What follows belongs to an exercise in optimizing a design on an open flow for small area, a short achievable clock period and few clock cycles; a production flow would make more cautious choices.

Setup of rev 12:
## ieee754multiplier
module ieee754multiplier (
    input logic clk, rst_n,
    input logic [31:0] a_i,
    input logic [31:0] b_i,
    input logic start_i,
    output logic done_o,
    output logic nan_o,
    output logic inifinit_o,
    output logic overflow_o,
    output logic underflow_o,
    output logic [31:0] product_o
);
Size in the first run: ~2200 cells after synthesis, ~37 flip-flops, roughly 100 I/O pins, about 17000 um2 of cells after synthesis.
clock: 9.0 ns
lec_check: 0
abc_area: 1
cap_margin: 20
core_margin: 2
core_utilization: 50
setup_slack_margin: 1
slew_margin: 20
synth_hierarchical: 1
standard.sh (not shown) runs the stock make flow with config.mk's settings and CLKGATE_MAP_FILE= SYNTH_SCRIPT=/design/flow/synth_recipe.tcl, a recipe that flattens the netlist after the stock synthesis.
==> flow/flow/run.sh <==
#!/bin/bash
# The standard layout (the standard.sh: the standard synthesis and the
# ORFS steps to finish), except that the port buffers that global placement
# inserts are buf_2 cells instead of the tool's default pick.
set -euo pipefail
export BUFFER_PORTS_ARGS="-buffer_cell sky130_fd_sc_hd__buf_2"
bash standard.sh > standard.log 2>&1
For rev 13, these inputs were changed with respect to rev 12:
diff --git a/flow/design.v b/flow/design.v
--- a/flow/design.v
+++ b/flow/design.v
@@ -1582,25 +1582,30 @@
 fpmul_fa u_s877 (.a(pp284), .b(pp308), .c(c870), .s(s877), .co(c878));
 fpmul_fa u_s879 (.a(s875), .b(c872), .c(s877), .s(s879), .co(c880));
 assign ci881 = ~a_i[20];
 fpmul_fa u_s882 (.a(ci881), .b(pp285), .c(pp309), .s(s882), .co(c883));
 fpmul_fa u_s884 (.a(c876), .b(s882), .c(c878), .s(s884), .co(c885));
 fpmul_fa u_s886 (.a(a_i[20]), .b(a_i[21]), .c(ns286), .s(s886), .co(c887));
 fpmul_fa u_s888 (.a(pp310), .b(c883), .c(s886), .s(s888), .co(c889));
 assign ci890 = ~a_i[22];
 fpmul_fa u_s891 (.a(ci890), .b(pp311), .c(c887), .s(s891), .co(c892));
 assign ci893 = ~a_i[22];
 assign rx = {ci893, c889, c885, c880, c874, c867, c859, c850, c840, c829, c817, c804, c790, c775, c759, c742, c724, c705, c685, c664, c642, c619, c596, c574, c552, c531, c511, c491, s488, c455, c439, c423, c409, c395, s392, c371, c361, s358, s348, c335, s332, s326, s320, s316, c313, pp3, pp2, neg0};
 assign ry = {c892, s891, s888, s884, s879, s873, s866, s858, s849, s839, s828, s816, s803, s789, s774, s758, s741, s723, s704, s684, s663, s641, s618, s595, s573, s551, s530, s510, s490, s472, s454, s438, s422, s408, s394, s382, s370, s360, s350, s342, s334, s328, s322, s318, s314, s312, 1'b0, pp1};
-assign m = rx + ry;
+logic [16:0] mseg0;
+assign mseg0 = {1'b0, rx[15:0]} + {1'b0, ry[15:0]};
+assign m[15:0] = mseg0[15:0];
+logic [32:0] mseg1;
+assign mseg1 = {1'b0, rx[47:16]} + {1'b0, ry[47:16]} + {32'd0, mseg0[16]};
+assign m[47:16] = mseg1[31:0];
 assign mhi_min = ~m[24] & ~(((rx[25] ^ ry[25])) ^ (rx[24] | ry[24])) & ~(((rx[26] ^ ry[26])) ^ (rx[25] | ry[25])) & ~(((rx[27] ^ ry[27])) ^ (rx[26] | ry[26])) & ~(((rx[28] ^ ry[28])) ^ (rx[27] | ry[27])) & ~(((rx[29] ^ ry[29])) ^ (rx[28] | ry[28])) & ~(((rx[30] ^ ry[30])) ^ (rx[29] | ry[29])) & ~(((rx[31] ^ ry[31])) ^ (rx[30] | ry[30])) & ~(((rx[32] ^ ry[32])) ^ (rx[31] | ry[31])) & ~(((rx[33] ^ ry[33])) ^ (rx[32] | ry[32])) & ~(((rx[34] ^ ry[34])) ^ (rx[33] | ry[33])) & ~(((rx[35] ^ ry[35])) ^ (rx[34] | ry[34])) & ~(((rx[36] ^ ry[36])) ^ (rx[35] | ry[35])) & ~(((rx[37] ^ ry[37])) ^ (rx[36] | ry[36])) & ~(((rx[38] ^ ry[38])) ^ (rx[37] | ry[37])) & ~(((rx[39] ^ ry[39])) ^ (rx[38] | ry[38])) & ~(((rx[40] ^ ry[40])) ^ (rx[39] | ry[39])) & ~(((rx[41] ^ ry[41])) ^ (rx[40] | ry[40])) & ~(((rx[42] ^ ry[42])) ^ (rx[41] | ry[41])) & ~(((rx[43] ^ ry[43])) ^ (rx[42] | ry[42])) & ~(((rx[44] ^ ry[44])) ^ (rx[43] | ry[43])) & ~(((rx[45] ^ ry[45])) ^ (rx[44] | ry[44])) & ~(((rx[46] ^ ry[46])) ^ (rx[45] | ry[45])) & ~(((rx[47] ^ ry[47]) ^ 1'b1) ^ (rx[46] | ry[46]));
 assign sign = a_i[31] ^ b_i[31];
 assign zero = (a_i[22:0] == 23'd0) || (b_i[22:0] == 23'd0);
 assign esum = {2'b00, a_i[30:23]} + {2'b00, b_i[30:23]};
 assign e0   = esum - 10'd127;
 assign e1   = esum - 10'd126;
 logic        nan0, ovf0, unf0, keep0, sgn0;
 logic [7:0]  exp0;
 assign nan0  = !zero && e0[7:0] == 8'hFF;
 assign ovf0  = !zero && e0[7:0] != 8'hFF && e0[9:8] != 2'b00;
 assign unf0  = zero || (e0[7:0] == 8'h00 && e0[9:8] == 2'b00);
 assign keep0 = !nan0 && !ovf0 && !unf0;             
[summary]
- Taking rev 12 as the reference, in rev 13 area after synthesis shows a reduction of 4.4%, count of instances resized after the clock tree is built shows a reduction of 8.
- Comparing rev 12 and rev 13, the lower routing usage on met3 was measured on rev 13.
- Going from rev 12 to rev 13, period utilization shrinks by 1.3 points.
- Compare rev 12 and rev 13 | worst slew slack as a fraction of its limit higher: rev 12
- Comparing rev 12 and rev 13, the higher initial antenna violation count was measured on rev 12.
No functional check of the RTL was part of any run of this note.

==> separate check: timing with driven ports <==
The flow's constraints put no driver on any port. The routed layouts listed below were extracted and timed again, unchanged, in two steps.
Step 1, drivers: a clkbuf_16 drives clk and a buf_2 each remaining input, both assumed.
Step 2 also shifts input and output timing later by t, the mid clock arrival at the registers, as if the neighbouring blocks saw the same clock.
Three values: ideal, step 1, step 2; two values: the first two.
run | t, ns | setup WS [ns] | worst setup path at the end | slew at the worst register clock pin (ns) | pins driven straight from the clock port
rev 12 | 0.327 | 1.168 / 1.160 / 0.833 | input to register | 0.06 / 0.06 | 1
rev 13 | 0.305 | 1.286 / 1.293 / 0.988 | input to register | 0.05 / 0.05 | 1
After both steps setup and hold are still met in every run listed. For rev 12, which loses most, drivers alone change the setup slack by -0.008 ns; drivers and shift together by -0.335 ns.
